What follows belongs to an exercise in optimizing a design on an open flow for small area; a production flow would make more cautious choices. Function was checked by simulation only, so behaviour that the tests miss may differ from the original. The clock port is modelled as an ideal driver; clocking choices that lean on that would not hold on a real chip. No activity file was given, so power comes from the tool's default toggle rates.

File: design/flow/config.mk
export PLATFORM = sky130hd
export DESIGN_NAME = yqc_jisuanqi
export DESIGN_NICKNAME = yqc_jisuanqi
export VERILOG_FILES = /design/flow/design.v
export SDC_FILE = /design/flow/constraint.sdc
export NUM_CORES = 4
export LEC_CHECK = 0
export CAP_MARGIN = 20
export CORE_MARGIN = 2
export CORE_UTILIZATION = 40
export GPL_TIMING_DRIVEN = 0
export SLEW_MARGIN = 20
export SYNTH_HIERARCHICAL = 1
File: design/flow/flow/manual_cts.tcl
# Clock buffering for a small design: split the flip-flops into K groups by
# location (k-means) and drive each group from one clock buffer placed at its
# centre; the clock port feeds only these K buffers.
proc manual_cts { K bufcell } {
  set block [ord::get_db_block]
  set pts {}
  foreach i [$block getInsts] {
    if {[[$i getMaster] isSequential]} {
      set bb [$i getBBox]
      lappend pts [list $i [expr {([$bb xMin] + [$bb xMax]) / 2.0}] [expr {([$bb yMin] + [$bb yMax]) / 2.0}]]
    }
  }
  set pts [lsort -real -index 1 $pts]
  set n [llength $pts]
  # initial centres: spread along x
  set cs {}
  for {set k 0} {$k < $K} {incr k} {
    set p [lindex $pts [expr {int(($k + 0.5) * $n / $K)}]]
    lappend cs [list [lindex $p 1] [lindex $p 2]]
  }
  for {set it 0} {$it < 50} {incr it} {
    set groups {}
    for {set k 0} {$k < $K} {incr k} { lappend groups {} }
    foreach p $pts {
      set best 0; set bd 1e30
      for {set k 0} {$k < $K} {incr k} {
        set c [lindex $cs $k]
        set d [expr {abs([lindex $p 1] - [lindex $c 0]) + abs([lindex $p 2] - [lindex $c 1])}]
        if {$d < $bd} { set bd $d; set best $k }
      }
      lset groups $best [concat [lindex $groups $best] [list $p]]
    }
    set ncs {}
    for {set k 0} {$k < $K} {incr k} {
      set g [lindex $groups $k]
      if {[llength $g] == 0} { lappend ncs [lindex $cs $k]; continue }
      set sx 0; set sy 0
      foreach p $g { set sx [expr {$sx + [lindex $p 1]}]; set sy [expr {$sy + [lindex $p 2]}] }
      lappend ncs [list [expr {$sx / [llength $g]}] [expr {$sy / [llength $g]}]]
    }
    set cs $ncs
  }
  set dbu [$block getDbUnitsPerMicron]
  for {set k 0} {$k < $K} {incr k} {
    set g [lindex $groups $k]
    if {[llength $g] == 0} continue
    set pins {}
    foreach p $g {
      set inst [lindex $p 0]
      foreach it [$inst getITerms] {
        if {[[$it getMTerm] getName] eq "CLK"} {
          lappend pins [get_pins -of_objects [get_cells [$inst getName]] -filter "name == CLK"]
        }
      }
    }
    set c [lindex $cs $k]
    set x [expr {[lindex $c 0] / $dbu}]; set y [expr {[lindex $c 1] / $dbu}]
    puts "clock group $k: [llength $g] flip-flops, buffer at $x $y"
    insert_buffer -buffer_cell $bufcell -net clk -load_pins $pins -location [list $x $y] -buffer_name clkbuf_leaf_$k
  }
}
File: design/flow/design.v
module dp_fa(input x, input y, input ci, output s, output co);
    assign s  = x ^ y ^ ci;
    assign co = (x & y) | (x & ci) | (y & ci);
endmodule
module dp_maj(input x, input y, input z, output co);
    assign co = (x & y) | (x & z) | (y & z);
endmodule
module dp_nand(input a, input b, output y);
    assign y = ~(a & b);
endmodule
module dp_and(input a, input b, output y);
    assign y = a & b;
endmodule
module dp_or(input a, input b, output y);
    assign y = a | b;
endmodule
module dp_xor(input a, input b, output y);
    assign y = a ^ b;
endmodule
module dp_xnor(input a, input b, output y);
    assign y = ~(a ^ b);
endmodule
module dp_muxi(input s, input d1, input d0, output y);
    assign y = ~(s ? d1 : d0);
endmodule
module dp_a22o(input a1, input a2, input b1, input b2, output y);
    assign y = (a1 & a2) | (b1 & b2);
endmodule
module dp_o22ai(input a1, input a2, input b1, input b2, output y);
    assign y = ~((a1 | a2) & (b1 | b2));
endmodule
module dp_a31o(input a1, input a2, input a3, input b1, output y);
    assign y = (a1 & a2 & a3) | b1;
endmodule
module dp_a21o(input a1, input a2, input b1, output y);
    assign y = (a1 & a2) | b1;
endmodule
module dp_a222oi(input a1, input a2, input b1, input b2, input c1, input c2, output y);
    assign y = ~((a1 & a2) | (b1 & b2) | (c1 & c2));
endmodule
module dp_inv(input a, output y);
    assign y = ~a;
endmodule
module dp_nor(input a, input b, output y);
    assign y = ~(a | b);
endmodule
module dp_nor3(input a, input b, input c, output y);
    assign y = ~(a | b | c);
endmodule
module dp_or3(input a, input b, input c, output y);
    assign y = a | b | c;
endmodule
module dp_and3(input a, input b, input c, output y);
    assign y = a & b & c;
endmodule
module dp_nand3(input a, input b, input c, output y);
    assign y = ~(a & b & c);
endmodule
module dp_nand2b(input an, input b, output y);
    assign y = an | ~b;
endmodule
module dp_o21ai(input a1, input a2, input b1, output y);
    assign y = ~((a1 | a2) & b1);
endmodule
module dp_a21oi(input a1, input a2, input b1, output y);
    assign y = ~((a1 & a2) | b1);
endmodule
module dp_o21a(input a1, input a2, input b1, output y);
    assign y = (a1 | a2) & b1;
endmodule
module dp_mul8(input [7:0] a, input [7:0] b, output [7:0] prod_lo, output [7:0] nprod_hi);
    genvar i, j;
    wire [63:0] npp;                 
    generate
        for (i = 0; i < 8; i = i + 1) begin : g_pi
            for (j = 0; j < 8; j = j + 1) begin : g_pj
                if (i == 0 && j == 0) begin : g_p0
                    dp_and u(.a(a[0]), .b(b[0]), .y(prod_lo[0]));
                end else begin : g_pn
                    dp_nand u(.a(a[j]), .b(b[i]), .y(npp[8*i+j]));
                end
            end
        end
    endgenerate
    wire [71:0] nc;                  
    wire [63:0] ns;                  
    generate
        for (i = 1; i < 8; i = i + 1) begin : g_row
            wire [7:0] nacc;
            if (i == 1) begin : g_a1
                assign nacc = {1'b1, npp[7:1]};
            end else begin : g_an
                assign nacc = {nc[9*(i-1)+8], ns[8*(i-1)+1 +: 7]};
            end
            dp_xor  ux(.a(nacc[0]), .b(npp[8*i]), .y(prod_lo[i]));
            dp_or   uo(.a(nacc[0]), .b(npp[8*i]), .y(nc[9*i+1]));
            for (j = 1; j < 7; j = j + 1) begin : g_col
                if (i == 7) begin : g_last
                    dp_fa u(.x(nacc[j]), .y(npp[8*i+j]), .ci(nc[9*i+j]),
                            .s(nprod_hi[j-1]), .co(nc[9*i+j+1]));
                end else begin : g_mid
                    dp_fa u(.x(nacc[j]), .y(npp[8*i+j]), .ci(nc[9*i+j]),
                            .s(ns[8*i+j]), .co(nc[9*i+j+1]));
                end
            end
            if (i == 1) begin : g_top1
                dp_xnor ux7(.a(npp[8*i+7]), .b(nc[9*i+7]), .y(ns[8*i+7]));
                dp_or   uo7(.a(npp[8*i+7]), .b(nc[9*i+7]), .y(nc[9*i+8]));
            end else if (i == 7) begin : g_top7
                dp_fa u7(.x(nacc[7]), .y(npp[8*i+7]), .ci(nc[9*i+7]),
                         .s(nprod_hi[6]), .co(nprod_hi[7]));
            end else begin : g_top
                dp_fa u7(.x(nacc[7]), .y(npp[8*i+7]), .ci(nc[9*i+7]),
                         .s(ns[8*i+7]), .co(nc[9*i+8]));
            end
        end
    endgenerate
endmodule
module dp_div8(input [7:0] a, input [7:0] b, output [7:0] q, output bnz);
    genvar r, j;
    wire [7:0] nb;
    generate
        for (j = 0; j < 8; j = j + 1) begin : g_nb
            dp_inv u(.a(b[j]), .y(nb[j]));
        end
    endgenerate
    wire hz6, nz5, hz4, nz3, hz2, nz1, bz;
    dp_nor  uz6(.a(b[7]), .b(b[6]), .y(hz6));
    dp_nand uz5(.a(hz6),  .b(nb[5]), .y(nz5));
    dp_nor  uz4(.a(nz5),  .b(b[4]), .y(hz4));
    dp_nand uz3(.a(hz4),  .b(nb[3]), .y(nz3));
    dp_nor  uz2(.a(nz3),  .b(b[2]), .y(hz2));
    dp_nand uz1(.a(hz2),  .b(nb[1]), .y(nz1));
    dp_nor  uz0(.a(nz1),  .b(b[0]), .y(bz));
    dp_inv  uzn(.a(bz), .y(bnz));
    wire [63:0] rem;
    wire b_is1, na7;
    dp_nor  u7e(.a(nz1), .b(nb[0]), .y(b_is1));
    dp_and  u7q(.a(a[7]), .b(b_is1), .y(q[7]));
    dp_inv  u7i(.a(a[7]), .y(na7));
    dp_nor  u7r(.a(na7), .b(b_is1), .y(rem[8*7]));
    generate
        for (r = 6; r >= 1; r = r - 1) begin : g_row
            localparam integer W = 8 - r;
            localparam integer POS = (r % 2 == 0);
            wire [W-1:0] t;
            wire [W:0]   c;
            wire [W-1:0] d;
            wire         qb;
            assign t = {rem[8*(r+1) +: W-1], a[r]};
            dp_nand uqb(.a(q[r]), .b(b[0]), .y(qb));
            if (POS) begin : g_p
                dp_or  uc(.a(a[r]), .b(nb[0]), .y(c[1]));
                for (j = 1; j < W; j = j + 1) begin : g_b
                    dp_fa u(.x(t[j]), .y(nb[j]), .ci(c[j]), .s(d[j]), .co(c[j+1]));
                end
                if (W == 2) begin : g_q2
                    dp_and uq(.a(hz2), .b(c[W]), .y(q[r]));
                end else if (W == 4) begin : g_q4
                    dp_and uq(.a(hz4), .b(c[W]), .y(q[r]));
                end else begin : g_q6
                    dp_and uq(.a(hz6), .b(c[W]), .y(q[r]));
                end
                dp_xor ur(.a(a[r]), .b(qb), .y(rem[8*r]));
            end else begin : g_n
                dp_nor uc(.a(a[r]), .b(nb[0]), .y(c[1]));
                for (j = 1; j < W; j = j + 1) begin : g_b
                    dp_fa u(.x(t[j]), .y(b[j]), .ci(c[j]), .s(d[j]), .co(c[j+1]));
                end
                if (W == 3) begin : g_q3
                    dp_nor uq(.a(nz3), .b(c[W]), .y(q[r]));
                end else if (W == 5) begin : g_q5
                    dp_nor uq(.a(nz5), .b(c[W]), .y(q[r]));
                end else begin : g_q7
                    dp_nor uq(.a(b[7]), .b(c[W]), .y(q[r]));
                end
                dp_xnor ur(.a(a[r]), .b(qb), .y(rem[8*r]));
            end
            for (j = 1; j < W; j = j + 1) begin : g_m
                dp_muxi um(.s(q[r]), .d1(d[j]), .d0(t[j]), .y(rem[8*r+j]));
            end
        end
    endgenerate
    wire [8:0] c0;
    wire [7:0] t0 = {rem[8*1 +: 7], a[0]};
    dp_or u0c(.a(a[0]), .b(nb[0]), .y(c0[1]));
    generate
        for (j = 1; j < 8; j = j + 1) begin : g_r0
            if (j == 7) begin : g_last
                dp_maj u(.x(t0[j]), .y(nb[j]), .z(c0[j]), .co(q[0]));
            end else begin : g_mid
                dp_maj u(.x(t0[j]), .y(nb[j]), .z(c0[j]), .co(c0[j+1]));
            end
        end
    endgenerate
endmodule
module dp_addsub8(input [7:0] a, input [7:0] b, input sub, output [7:0] s, output co);
    genvar j;
    wire [7:0] y;
    wire [7:0] c;
    generate
        for (j = 0; j < 8; j = j + 1) begin : g_b
            dp_xor ux(.a(b[j]), .b(sub), .y(y[j]));
            if (j == 0) begin : g_0
                dp_fa u(.x(a[j]), .y(y[j]), .ci(sub), .s(s[j]), .co(c[j]));
            end else if (j == 7) begin : g_7
                dp_fa u(.x(a[j]), .y(y[j]), .ci(c[j-1]), .s(s[j]), .co(co));
            end else begin : g_n
                dp_fa u(.x(a[j]), .y(y[j]), .ci(c[j-1]), .s(s[j]), .co(c[j]));
            end
        end
    endgenerate
endmodule
module operation_control(
    input clk,
    input rst,
    input [3:0] key,
    input [7:0] data_in,
    output reg [1:0] operation,
    output add_next,             
    output nclear,
    output [7:0] as_sum,
    output as_co,
    output [7:0] prod_lo,
    output [7:0] nprod_hi,
    output [7:0] quo,
    output div_ok                
);
    reg [7:0] num1;
    reg [7:0] num2;
    wire nk3, z21, hold1, ld1, ld2, hold2, t13, ldop, clear, holdop;
    dp_inv   uk0(.a(key[3]), .y(nk3));
    dp_nor   uk1(.a(key[1]), .b(key[2]), .y(z21));
    dp_or3   uk2(.a(key[0]), .b(key[1]), .c(key[2]), .y(hold1));    
    dp_nor   uk3(.a(nk3), .b(hold1), .y(clear));
    dp_inv   uk4(.a(clear), .y(nclear));
    dp_nor   uk5(.a(key[3]), .b(hold1), .y(ld1));
    dp_and3  uk6(.a(key[0]), .b(nk3), .c(z21), .y(ld2));
    dp_nor   uk7(.a(clear), .b(ld2), .y(hold2));                      
    dp_a21o  uk8(.a1(key[1]), .a2(key[2]), .b1(key[3]), .y(t13));
    dp_nor   uk9(.a(z21), .b(t13), .y(ldop));
    dp_nor   uka(.a(clear), .b(ldop), .y(holdop));
    wire [7:0] num1_d, num2_d;
    wire [1:0] op_d;
    genvar j;
    generate
        for (j = 0; j < 8; j = j + 1) begin : g_d
            dp_a22o u1(.a1(ld1), .a2(data_in[j]), .b1(hold1), .b2(num1[j]), .y(num1_d[j]));
            dp_a22o u2(.a1(ld2), .a2(data_in[j]), .b1(hold2), .b2(num2[j]), .y(num2_d[j]));
        end
    endgenerate
    dp_a22o uo1(.a1(ldop), .a2(key[2]), .b1(holdop), .b2(operation[1]), .y(op_d[1]));
    dp_a22o uo0(.a1(ldop), .a2(key[0]), .b1(holdop), .b2(operation[0]), .y(op_d[0]));
    dp_nor  uoa(.a(op_d[1]), .b(op_d[0]), .y(add_next));
    always @(posedge clk or posedge rst) begin
        if (rst) begin
            num1 <= 0;
            num2 <= 0;
            operation <= 0;
        end else begin
            num1 <= num1_d;
            num2 <= num2_d;
            operation <= op_d;
        end
    end
    dp_addsub8 u_as(.a(num1), .b(num2), .sub(operation[0]), .s(as_sum), .co(as_co));
    dp_mul8    u_mul(.a(num1), .b(num2), .prod_lo(prod_lo), .nprod_hi(nprod_hi));
    dp_div8    u_div(.a(num1), .b(num2), .q(quo), .bnz(div_ok));
endmodule
module nib_class(input [3:0] m, output [2:0] y);
    wire t01, t23, t21, mx, t012;
    dp_nor    u0(.a(m[0]), .b(m[1]), .y(t01));
    dp_nand2b u1(.an(m[2]), .b(m[3]), .y(t23));
    dp_nand   u2(.a(m[2]), .b(m[1]), .y(t21));
    dp_o22ai  u3(.a1(t01), .a2(t23), .b1(t21), .b2(m[3]), .y(y[0]));
    dp_muxi   u4(.s(m[1]), .d1(m[2]), .d0(m[3]), .y(mx));
    dp_nand2b u5(.an(mx), .b(m[0]), .y(y[2]));
    dp_a21o   u6(.a1(m[0]), .a2(m[1]), .b1(m[2]), .y(t012));
    dp_and3   u7(.a(m[3]), .b(t21), .c(t012), .y(y[1]));
endmodule
module dout_reg(input clk, input rst, input [7:0] d, output reg [7:0] q);
    always @(posedge clk or posedge rst) begin
        if (rst) q <= 0;
        else q <= d;
    end
endmodule
module display_control(
    input clk,
    input rst,
    input [1:0] operation,
    input add_next,
    input nclear,
    input [7:0] as_sum,
    input as_co,
    input [7:0] prod_lo,
    input [7:0] nprod_hi,
    input [7:0] quo,             
    input div_ok,
    output [7:0] data_out,
    output seg3,                 
    output reg seg2,             
    output [1:0] seg10,          
    output [3:0] dig
);
    reg [7:0] dmask;
    reg       ovh;
    reg [2:0] ncode;
    reg [2:0] dcode;
    reg [1:0] scode;             
    reg [1:0] scan_count;
    wire o1 = operation[1], o0 = operation[0];
    wire sc1 = scan_count[1], sc0 = scan_count[0];
    wire no1, no0, is_add, nsel_mul, sel_mul, sel_div, nis_sub;
    dp_inv  ud1(.a(o1), .y(no1));
    dp_inv  ud0(.a(o0), .y(no0));
    dp_nor  ud2(.a(o1), .b(o0), .y(is_add));
    dp_nand ud3(.a(o1), .b(no0), .y(nsel_mul));
    dp_inv  ud4(.a(nsel_mul), .y(sel_mul));
    dp_and3 ud5(.a(o1), .b(o0), .c(div_ok), .y(sel_div));      
    dp_nand ud6(.a(no1), .b(o0), .y(nis_sub));
    wire ov_t, novf_next, borrow, pm15, nhi15_next, ovh_next;
    dp_a31o  uo1(.a1(o1), .a2(o0), .a3(nclear), .b1(is_add), .y(ov_t));
    dp_nand  uo2(.a(ovh), .b(ov_t), .y(novf_next));
    dp_nor   uh1(.a(nis_sub), .b(as_co), .y(borrow));
    dp_nor   uh2(.a(nsel_mul), .b(nprod_hi[7]), .y(pm15));
    dp_nor   uh3(.a(borrow), .b(pm15), .y(nhi15_next));
    dp_muxi  uh4(.s(add_next), .d1(nhi15_next), .d0(novf_next), .y(ovh_next));
    wire [7:0] nres_lo, dmask_d;
    genvar j;
    generate
        for (j = 0; j < 8; j = j + 1) begin : g_lo
            dp_a222oi u(.a1(no1), .a2(as_sum[j]), .b1(sel_mul), .b2(prod_lo[j]),
                        .c1(sel_div), .c2(quo[j]), .y(nres_lo[j]));
            dp_nand   um(.a(novf_next), .b(nres_lo[j]), .y(dmask_d[j]));
        end
    endgenerate
    wire nsc0, sc1_next, pick_b74, pick_b118, carry8, bc8;
    dp_inv  us0(.a(sc0), .y(nsc0));
    dp_xor  us1(.a(sc1), .b(sc0), .y(sc1_next));      
    dp_nor  up1(.a(sc1), .b(sc0), .y(pick_b74));
    dp_nor  up2(.a(sc1), .b(nsc0), .y(pick_b118));
    dp_and3 up3(.a(is_add), .b(as_co), .c(pick_b118), .y(carry8));
    dp_or   up4(.a(borrow), .b(carry8), .y(bc8));
    wire [3:0] lo_nib, p_nib, hi_nib, nnib;
    generate
        for (j = 0; j < 4; j = j + 1) begin : g_nib
            dp_muxi ul(.s(pick_b74), .d1(nres_lo[4+j]), .d0(nres_lo[j]), .y(lo_nib[j]));
            dp_muxi up(.s(pick_b118), .d1(nprod_hi[j]), .d0(nprod_hi[4+j]), .y(p_nib[j]));
            if (j == 0) begin : g_h0
                dp_a21o uh(.a1(sel_mul), .a2(p_nib[j]), .b1(bc8), .y(hi_nib[j]));
            end else begin : g_hn
                dp_a21o uh(.a1(sel_mul), .a2(p_nib[j]), .b1(borrow), .y(hi_nib[j]));
            end
            dp_muxi un(.s(sc1_next), .d1(hi_nib[j]), .d0(lo_nib[j]), .y(nnib[j]));
        end
    endgenerate
    wire [2:0] ncode_d;
    nib_class u_class(.m(nnib), .y(ncode_d));
    always @(posedge clk or posedge rst) begin
        if (rst) begin
            dmask <= 0;
            ovh <= 0;
            ncode <= 3'b000;         
            dcode <= 3'b000;
            scode <= 2'b11;          
            seg2 <= 1'b0;
            scan_count <= 0;
        end else begin
            dmask <= dmask_d;
            ovh <= ovh_next;
            ncode <= ncode_d;
            dcode <= ncode;
            scode <= dcode[1:0];
            seg2 <= dcode[2];
            scan_count <= {sc1_next, nsc0};
        end
    end
    dout_reg u_dout(.clk(clk), .rst(rst), .d(dmask), .q(data_out));
    wire nx2, x01, x21, started;
    dp_inv   ug0(.a(seg2), .y(nx2));
    dp_nor   ug1(.a(scode[0]), .b(scode[1]), .y(seg10[0]));
    dp_xor   ug2(.a(scode[0]), .b(scode[1]), .y(x01));
    dp_nor   ug3(.a(nx2), .b(x01), .y(seg3));
    dp_nand3 ug4(.a(nx2), .b(scode[0]), .c(scode[1]), .y(started));
    dp_nor   ug5(.a(seg2), .b(scode[1]), .y(x21));
    dp_nor   ug6(.a(scode[0]), .b(x21), .y(seg10[1]));
    wire nsc1;
    dp_inv   ui1(.a(sc1), .y(nsc1));
    dp_o21a  uq7(.a1(sc1),  .a2(nsc0), .b1(started), .y(dig[3]));
    dp_o21a  uq6(.a1(nsc1), .a2(sc0),  .b1(started), .y(dig[2]));
    dp_o21a  uq5(.a1(nsc1), .a2(nsc0), .b1(started), .y(dig[1]));
    dp_o21a  uq4(.a1(sc1),  .a2(sc0),  .b1(started), .y(dig[0]));
endmodule
module yqc_jisuanqi(
    input clk,
    input rst,
    input [3:0] key,
    input [7:0] data_in,
    output wire [7:0] data_out,
    output wire [3:0] seg,
    output wire [3:0] dig
);
    wire [1:0]  operation;
    wire        add_next;
    wire        nclear;
    wire [7:0]  as_sum;
    wire        as_co;
    wire [7:0] prod_lo;
    wire [7:0] nprod_hi;
    wire [7:0]  quo;
    wire        div_ok;
    operation_control u_operation_control(
     .clk(clk),
     .rst(rst),
     .key(key),
     .data_in(data_in),
     .operation(operation),
     .add_next(add_next),
     .nclear(nclear),
     .as_sum(as_sum),
     .as_co(as_co),
     .prod_lo(prod_lo),
     .nprod_hi(nprod_hi),
     .quo(quo),
     .div_ok(div_ok)
    );
    display_control u_display_control(
     .clk(clk),
     .rst(rst),
     .operation(operation),
     .add_next(add_next),
     .nclear(nclear),
     .as_sum(as_sum),
     .as_co(as_co),
     .prod_lo(prod_lo),
     .nprod_hi(nprod_hi),
     .quo(quo),
     .div_ok(div_ok),
     .data_out(data_out),
     .seg3(seg[3]),
     .seg2(seg[2]),
     .seg10(seg[1:0]),
     .dig(dig)
    );
endmodule
File: design/flow/constraint.sdc
create_clock -name core_clock -period 33.0 [get_ports {clk}]
set_input_delay 6.6000 -clock core_clock [delete_from_list [all_inputs] [get_ports {clk}]]
set_output_delay 6.6000 -clock core_clock [all_outputs]
set_load 0.01 [all_outputs]
File: design/flow/flow/pre_cts.tcl
# Runs inside ORFS's cts.tcl before clock_tree_synthesis: buffer the clock
# with three clock buffers, one per group of nearby flip-flops, so that the
# tree builder finds every clock net already buffered and leaves it as is.
source [file join [file dirname [info script]] manual_cts.tcl]
manual_cts 3 sky130_fd_sc_hd__clkbuf_8
File: design/flow/standard.sh
#!/bin/bash
# synth_recipe.tcl (not shown) runs the flow's synth.tcl, then flattens the netlist and writes it again
# the make line also repeats each setting of config.mk as NAME=value (left out here)
make -C /OpenROAD-flow-scripts/flow DESIGN_CONFIG=/design/flow/config.mk WORK_HOME=/design/flow/orfs CLKGATE_MAP_FILE= SYNTH_SCRIPT=/design/flow/synth_recipe.tcl "${@:-finish}"
File: design/flow/flow/run.sh
#!/bin/bash
export BUFFER_PORTS_ARGS="-buffer_cell sky130_fd_sc_hd__buf_1"
export PRE_CTS_TCL="$PWD/flow/pre_cts.tcl"
export CTS_ARGS="-sink_clustering_enable -repair_clock_nets -buf_list sky130_fd_sc_hd__clkbuf_8 -dont_use_dummy_load"
bash standard.sh > standard.log 2>&1
==> impl_metrics.csv <==
group,metric,value,unit
clock_network,cts_hold_buf,0,
critical_path,crit_family,"adder cells",
synth,syn-num-nets,479,
routing,postRouteAntennaNets,0,
power,power_switching,0.133,mW
die,dieWidth,108,um
power,seqPwrFrac,0.309,
synth,synth-seq-area-share,0.266,
global_route,grtUsageTotal,0.163,
critical_path,worstPathMaxFanout,12,
critical_path,critPathLaunchType,"flip-flop",
routing,detail_route.first_pass.iterations,5,
cells_and_area,fill_cells,1001,
sta,setup_violations,0,
sta,skew,0.0160,ns
synth,yosysWarningCount,9,
critical_path,slowest_stage,"nor2_1",
placed_design,dp_hpwl,7.15,mm
cells_and_area,num_antenna_cells,0,
clock_network,cts.clk_slew.worst_paths,0.10,ns
synth,avgSynthCellArea,11.2,um^2
cells_and_area,synthToLayoutAreaGrowth,7.40,%
sta,fin_crit_sh,0.523,
global_route,first_global_vias,3120,
sta,whs,0.356,ns
routing,drtIter0Drc,172,
cells_and_area,layout_commonest_cell,"nand2_1",
cells_and_area,seq_area,0.00115,mm^2
routing,wirelength,8.88,mm
routing,viasPerCell,5.24,
sta,hold_viol,0,
power,peakVddDrop,40.0,uV
sta,maxSlewViolCount,0,
cells_and_area,drive_above_1_share,0.0286,
placed_design,port-buffer-count,29,
routing,drc,0,
die,start_util,0.416,
cells_and_area,final_cell_mix,"nand2_1, fa_1, dfrtp_1",
cells_and_area,final_nets,513,
power,clkPwrFrac,0.072,
placed_design,place.gp.congestion,0.860,
critical_path,cpMostUsedCell,"fa_1",
critical_path,critPathMaxStageDelay,0.64,ns
sta,fmax,0.0580,GHz
run,max-cap-violations,0,
cells_and_area,multi_input_area,0.00310,mm^2
routing,routed-via-count,2911,
die,core_area,0.0104,mm^2
routing,routedWlPerCell,16.0,um
global_route,grt_overflow,0,
synth,synthCells,388,
sta,grt_setup_unrepaired,"no",
cells_and_area,fin_cells,556,
synth,synth_seq_cells,46,
power,switching_share,0.444,
critical_path,cp_num_buf_inv,1,
sta,slew_headroom,0.459,
critical_path,setup.worst_path.end_class,"flip-flop",
die,die_area,0.0117,mm^2
clock_network,clkLatencyLatePin,0.15,ns
global_route,grt_max_degree,21,
power,p_comb_frac,0.619,
critical_path,cp.arrival,17.35,ns
synth,ys_types,22,
die,io_pins,30,
die,die_y,108,um
sta,worstMarginPinSlew,0.809,ns
power,pwr_density_cell,64.4,mW/mm^2
power,p_int,0.167,mW
global_route,grt_pass1_wl,15.4,mm
critical_path,setup.worst_path.class,"flip-flop to flip-flop",
placed_design,numPlacedInstances,553,
sta,fin_crit,17.25,ns
clock_network,cts_resized,0,
run_status,outcome,"finished clean",
worst_hold_path,hold_class,"flip-flop to flip-flop",
critical_path,cp.required,33.10,ns
die,rows,37,
synth,synth.cell_area,0.00433,mm^2
power,leakage,1.71,nW
clock_network,cts_setup_buffers,0,
global_route,antenna_found_initial,0,
sta,setup_tns,0,ns
==> kinds of logic (layout without fill, tap and decap cells) <==
family / count (synthesis) / after routing / share of synthesized area
simple gates: 140 / 140 / 0.136
fa+ha+maj: 84 / 84 / 0.374
flops: 46 / 46 / 0.266
compound gates: 38 / 38 / 0.0757
mux: 35 / 35 / 0.0809
xor+xnor: 24 / 24 / 0.0485
buf+inv: 21 / 53 / 0.0182
==> modules after synthesis, one instance, submodules excluded, a selection <==
module             cells inside  copies in the design  area [um^2]  flip-flops and latches
display_control              21                     1          507                      20
dout_reg                      9                     1          204                       8
dp_a21o                       1                     6         7.51                       0
dp_a31o                       1                     1         8.76                       0
dp_and3                       1                     4         6.26                       0
dp_nand2b                     1                     2         6.26                       0
dp_nand3                      1                     1         5.00                       0
dp_nor                        1                    30         3.75                       0
dp_o21a                       1                     4         7.51                       0
dp_o22ai                      1                     1         6.26                       0
dp_xnor                       1                     4         8.76                       0
dp_xor                        1                    20         8.76                       0
operation_control            19                     1          454                      18
==> registers in the layout (all words and copies together), names as in the netlist <==
register / flops
u_display_control.dmask: 8
u_display_control.u_dout.q: 8
u_operation_control.num1: 8
u_operation_control.num2: 8
u_display_control.dcode: 3
u_display_control.ncode: 3
u_display_control.scan_count: 2
u_display_control.scode: 2
u_operation_control.operation: 2
u_display_control.ovh: 1
u_display_control.seg2: 1
==> worst reg2reg max path: cells and delay by family, from the launching register on <==
family | cells | cell delay, ns
muxes | 2 | 0.44
buffers and inverters | 1 | 0.22
adders and majority gates | 28 | 10.65
xor gates and xnor gates | 6 | 0.89
DFF | 1 | 0.58
AOI/OAI and AO/OA | 2 | 0.52
and+or+nand+nor | 20 | 3.90
==> layout make-up, without the clock buffers <==
cell class	count	area share
inverters	21	0.0169
multi-input cells	321	0.666
flip-flops and latches	46	0.248
well taps	136	0.0366
repair buffers	29	0.0234
==> routing by layer <==
metal,track usage,routed length [um]
met1,0.232,4060
met2,0.290,4480
met3,0.00784,282
met4,0.00916,46
met5,0,0
==> worst paths after layout <==
check | startpoint | end | slack (ns) | depth (start not counted)
worst max-delay path | u_operation_control.num2[5]$_DFF_PP0_ | u_display_control.ncode[1]$_DFF_PP0_ | 15.75 | 59
worst min-delay path | u_display_control.ncode[1]$_DFF_PP0_ | u_display_control.dcode[1]$_DFF_PP0_ | 0.36 | 0
worst max register to register | u_operation_control.num2[5]$_DFF_PP0_ | u_display_control.ncode[1]$_DFF_PP0_ | 15.75 | 59
worst min register to register | u_display_control.ncode[1]$_DFF_PP0_ | u_display_control.dcode[1]$_DFF_PP0_ | 0.36 | 0
max in group asynchronous | rst | u_operation_control.num2[2]$_DFF_PP0_ | 25.93 | 2
min in group asynchronous | rst | u_display_control.u_dout.q[2]$_DFF_PP0_ | 6.39 | 2
==> synthesized netlist by cell type, drive strengths merged <==
library cell | n | area (um^2)
or2 | 13 | 81.3
a222oi | 8 | 80.1
o22ai | 1 | 6.26
fa | 77 | 1540
a21o | 6 | 45.0
or3 | 1 | 6.26
o21a | 4 | 30.0
dfrtp | 44 | 1100
inv | 21 | 78.8
and3 | 4 | 25.0
mux2i | 35 | 350
and2 | 5 | 31.3
maj3 | 7 | 78.8
a31o | 1 | 8.76
xnor2 | 4 | 35.0
dfstp | 2 | 52.6
a22o | 18 | 158
nor2 | 30 | 113
nand2b | 2 | 12.5
nand3 | 1 | 5.00
xor2 | 20 | 175
nand2 | 84 | 315
==> power groups by stage <==
stage	combinational, mW	sequential (mW)	clock (mW)
6_report	0.185	0.0926	0.0216
2_1_floorplan	0.145	0.0903	0
3_3_place_gp	0.180	0.0938	0
4_1_cts	0.188	0.0944	0.0167
3_5_place_dp	0.188	0.0944	0
5_1_grt	0.215	0.0955	0.0241
==> metrics by stage <==
step / util / worst slack (ns) / total power [mW] / area (um^2)
after floorplan: - / 17.56 / 0.235 / 4330
after CTS: 0.446 / 15.79 / 0.299 / 4650
final: 0.446 / 15.75 / 0.300 / 4650
after global placement: 0.443 / 16.04 / 0.274 / 4610
after detailed placement: 0.443 / 15.91 / 0.282 / 4610
after global routing: 0.446 / 14.64 / 0.335 / 4650

[re-timing with driven ports]
How much do the figures lean on ideal ports? The routed layout below was timed once more, with nothing changed but the port constraints.
Step 1: set_driving_cell puts a clkbuf_16 on clk and a buf_2 on each other input, an assumption about the parent block.
Step 2 moves the port delays by t, midway between the first and last clock arrival at a register: inputs arrive t later, outputs are due t later. That takes back most of the time a late clock gives input paths.
Three values: ideal ports, drivers, drivers and shift; two values: the first two.
t (ns): 0.197
setup slack, ns: 15.750 / 15.750 / 15.750
worst setup path after step 2: register to register
After both steps setup and hold are still met in this run. The setup slack of this run moves by 0.000 ns with the drivers and by 0.000 ns with both steps.
